This is an optimization exercise on Yosys and OpenROAD, whose aim is small area and a short achievable clock period, not a production implementation.
No driver is modelled on the clock port, so clock power and skew are understated where the tree is cut down; a real chip needs a root buffer or a tree.

// fifo_nit
module fifo_nit(
    input  Clk,
    input  RD,
    input  WR,
    input  EN,
    input  [31:0] dataIn,
    output reg [31:0] dataOut,
    input  Rst,
    output EMPTY,
    output FULL
);
Size: roughly 580 cells after synthesis, roughly 300 flip-flops, about 71 I/O pins, ~11000 um2 of cells after synthesis.
==> flow/config.mk <==
export PLATFORM = sky130hd
export DESIGN_NAME = fifo_nit
export DESIGN_NICKNAME = fifo_nit
export VERILOG_FILES = /design/flow/design.v
export SDC_FILE = /design/flow/constraint.sdc
export NUM_CORES = 4
export LEC_CHECK = 0
export CAP_MARGIN = 20
export CORE_MARGIN = 2
export CORE_UTILIZATION = 40
export PLACE_DENSITY = 0.6
export SETUP_SLACK_MARGIN = 3.2
export SLEW_MARGIN = 20
==> flow/constraint.sdc <==
create_clock -name core_clock -period 5.0 [get_ports {Clk}]
set_input_delay 1.0000 -clock core_clock [delete_from_list [all_inputs] [get_ports {Clk}]]
set_output_delay 1.0000 -clock core_clock [all_outputs]
set_load 0.01 [all_outputs]
run.sh (not shown) runs the stock make flow with config.mk's settings and CLKGATE_MAP_FILE= SYNTH_SCRIPT=/design/flow/synth_recipe.tcl, a recipe that flattens the netlist after the stock synthesis.
The starting point completed with no timing, DRC or antenna violations.
Next try:
Settings changed: CTS_CLUSTER_DIAMETER set to 80, CTS_CLUSTER_SIZE set to 30.
Result: Critical path depth stays the same; core utilization drops by 2.1 points; cell count is lower by 3.3%; wire length came out lower by 1.6%; register-to-register slack gets better by 0.02 ns; setup slack improved by 0.048 ns; die area stays the same; clock-buffer cell count went down by 18; area after synthesis stays the same; fmax rose by 2.3%; hold slack gets better by 0.0051 ns.
No run of this note included a check of the RTL's function; only the layout flow was run.

* * *

Starting RTL as in the previous note.
export LEC_CHECK = 0
export CAP_MARGIN = 20
export CORE_MARGIN = 2
export CORE_UTILIZATION = 40
export PLACE_DENSITY = 0.6
export SETUP_SLACK_MARGIN = 3.2
export SLEW_MARGIN = 20
create_clock -name core_clock -period 5.0 [get_ports {Clk}]
standard.sh (not shown) runs the stock make flow with config.mk's settings and CLKGATE_MAP_FILE= SYNTH_SCRIPT=/design/flow/synth_recipe.tcl, a recipe that flattens the netlist after the stock synthesis.
==> flow/flow/run.sh <==
#!/bin/bash
# Own layout flow: the standard ORFS flow with three changes:
#  - port buffers use buf_2 instead of the slow delay cell buffer_ports picks;
#  - CTS without dummy loads, larger sink clusters;
#  - after CTS, the middle level of the clock H-tree is collapsed so the root
#    buffer drives the leaf buffers directly (every register keeps the same
#    number of buffers between the clock port and its clock pin).
set -euo pipefail
here=$(pwd)
bash standard.sh \
  "BUFFER_PORTS_ARGS=-buffer_cell sky130_fd_sc_hd__buf_2" \
  "CTS_ARGS=-sink_clustering_enable -repair_clock_nets -dont_use_dummy_load -sink_clustering_size ${CTS_SIZE:-30} -sink_clustering_max_diameter ${CTS_DIAM:-80}" \
  "POST_CTS_TCL=$here/flow/post_cts.tcl" \
  finish > "$here/flow_make.log" 2>&1
==> flow/flow/post_cts.tcl <==
# Collapse intermediate clock buffers: the buffer driven by the clock port
# (the root) then drives the leaf buffers directly.
set clk_port_net [get_nets Clk]
set root_pins [get_pins -of_objects $clk_port_net -filter "direction == input"]
if {[llength $root_pins] != 1} {
  puts "post_cts: clock port drives [llength $root_pins] pins, leaving the tree as it is"
  return
}
set root_inst [get_cells -of_objects $root_pins]
set root_out [get_pins -of_objects $root_inst -filter "direction == output"]
set root_net [get_nets -of_objects $root_out]
puts "post_cts: root [get_full_name $root_inst] net [get_full_name $root_net]"

proc is_buffer_inst {inst} {
  set m [get_property $inst ref_name]
  return [regexp {clkbuf|buf_} $m]
}

set changed 1
while {$changed} {
  set changed 0
  foreach pin [get_pins -of_objects $root_net -filter "direction == input"] {
    set inst [get_cells -of_objects $pin]
    if {![is_buffer_inst $inst]} { continue }
    set out [get_pins -of_objects $inst -filter "direction == output"]
    set onet [get_nets -of_objects $out]
    set loads [get_pins -of_objects $onet -filter "direction == input"]
    set all_buf 1
    foreach l $loads {
      if {![is_buffer_inst [get_cells -of_objects $l]]} { set all_buf 0 }
    }
    if {!$all_buf || [llength $loads] == 0} { continue }
    puts "post_cts: collapsing [get_full_name $inst] ([get_property $inst ref_name]) with [llength $loads] buffer loads"
    foreach l $loads {
      set lname [get_full_name $l]
      disconnect_pin $onet $l
      connect_pin $root_net [get_pins $lname]
    }
    set iname [get_full_name $inst]
    disconnect_pin $root_net $pin
    delete_instance [get_cells $iname]
    delete_net $onet
    set changed 1
    break
  }
}
estimate_parasitics -placement
report_clock_skew
report_checks -path_delay max -format end -group_path_count 3
The first run produced a clean layout.
Next try:
--- a/flow/flow/post_cts.tcl
+++ b/flow/flow/post_cts.tcl
@@ -1,5 +1,5 @@
 # Collapse intermediate clock buffers: the buffer driven by the clock port
 # (the root) then drives the leaf buffers directly.
-set clk_port_net [get_nets Clk]
+set clk_port_net [get_nets -of_objects [get_ports Clk]]
 set root_pins [get_pins -of_objects $clk_port_net -filter "direction == input"]
 if {[llength $root_pins] != 1} {
Effect: This time the run never finished: it broke off in clock tree synthesis (4_1_cts), error STA-0100; synthesized cell count does not change; synthesized area is unchanged.
No functional check of the RTL was part of any run of this note.

* * *

Another version of the RTL of fifo_nit (not shown whole).
For scale: ~610 cells after synthesis, ~300 flip-flops, roughly 11000 µm² of cells after synthesis.
==> flow/config.mk <==
export PLATFORM = sky130hd
export DESIGN_NAME = fifo_nit
export DESIGN_NICKNAME = fifo_nit
export VERILOG_FILES = /design/flow/design.v
export SDC_FILE = /design/flow/constraint.sdc
export NUM_CORES = 4
export LEC_CHECK = 0
export CAP_MARGIN = 20
export CORE_MARGIN = 2
export CORE_UTILIZATION = 40
export PLACE_DENSITY = 0.6
export SETUP_SLACK_MARGIN = 3.2
export SLEW_MARGIN = 20
==> flow/constraint.sdc <==
create_clock -name core_clock -period 5.0 [get_ports {Clk}]
set_input_delay 1.0000 -clock core_clock [delete_from_list [all_inputs] [get_ports {Clk}]]
set_output_delay 1.0000 -clock core_clock [all_outputs]
set_load 0.01 [all_outputs]
==> flow/flow/post_cts.tcl <==
# Collapse intermediate clock buffers: the buffer driven by the clock port
# (the root) then drives the leaf buffers directly.
set clk_port_net [get_nets -of_objects [get_ports Clk]]
set root_pins [get_pins -of_objects $clk_port_net -filter "direction == input"]
if {[llength $root_pins] != 1} {
  puts "post_cts: clock port drives [llength $root_pins] pins, leaving the tree as it is"
  return
}
set root_inst [get_cells -of_objects $root_pins]
set root_out [get_pins -of_objects $root_inst -filter "direction == output"]
set root_net [get_nets -of_objects $root_out]
puts "post_cts: root [get_full_name $root_inst] net [get_full_name $root_net]"

proc is_buffer_inst {inst} {
  set m [get_property $inst ref_name]
  return [regexp {clkbuf|buf_} $m]
}

set changed 1
while {$changed} {
  set changed 0
  foreach pin [get_pins -of_objects $root_net -filter "direction == input"] {
    set inst [get_cells -of_objects $pin]
    if {![is_buffer_inst $inst]} { continue }
    set out [get_pins -of_objects $inst -filter "direction == output"]
    set onet [get_nets -of_objects $out]
    set loads [get_pins -of_objects $onet -filter "direction == input"]
    set all_buf 1
    foreach l $loads {
      if {![is_buffer_inst [get_cells -of_objects $l]]} { set all_buf 0 }
    }
    if {!$all_buf || [llength $loads] == 0} { continue }
    puts "post_cts: collapsing [get_full_name $inst] ([get_property $inst ref_name]) with [llength $loads] buffer loads"
    foreach l $loads {
      set lname [get_full_name $l]
      disconnect_pin $onet $l
      connect_pin $root_net [get_pins $lname]
    }
    set iname [get_full_name $inst]
    disconnect_pin $root_net $pin
    delete_instance [get_cells $iname]
    delete_net $onet
    set changed 1
    break
  }
}
estimate_parasitics -placement
report_clock_skew
report_checks -path_delay max -format end -group_path_count 3
Scripts as last shown in full above: flow/flow/run.sh
The baseline died in clock tree synthesis (4_1_cts), error STA-0100.
==> next run, changes <==
--- a/flow/flow/post_cts.tcl
+++ b/flow/flow/post_cts.tcl
@@ -3 +3 @@
-set clk_port_net [get_nets -of_objects [get_ports Clk]]
+set clk_port_net [get_nets Clk]
Result: The changed run finished with timing, DRC and antenna clean. Synthesized cell count is unchanged. Synthesized area does not change.
No run of this note included a check of the RTL's function; only the layout flow was run.

## port drivers added, routing unchanged
How much do the figures lean on ideal ports? The routed layouts below were timed once more, with nothing changed but the port constraints.
Step 1 sets driving cells, clkbuf_16 on the clock port and buf_2 on the other inputs (assumed; they add their load-dependent delay and slew).
Step 2 times the ports against the registers' clock, not the clock port: input delays grow and output delays shrink by t, the midpoint of the rising clock arrivals with the driver on.
a / b / c = no drivers / after step 1 / after step 2; a / b = the first two.
| run | shift t [ns] | setup slack, ns | worst register clock-pin slew, ns |
|---|---|---|---|
| the first run of note 1 | 0.595 | 2.874 / 2.827 / 2.648 | 0.06 / 0.06 |
| the second run of note 1 | 0.532 | 2.922 / 2.875 / 2.747 | 0.11 / 0.11 |
| the first run of note 2 | 0.471 | 2.960 / 2.913 / 2.840 | 0.11 / 0.11 |
| the second run of note 3 | 0.462 | 3.062 / 3.014 / 2.774 | 0.11 / 0.11 |
After both steps setup and hold are still met in every run listed. For the second run of note 3, which loses most, drivers alone change the setup slack by -0.048 ns; drivers and shift together by -0.288 ns.
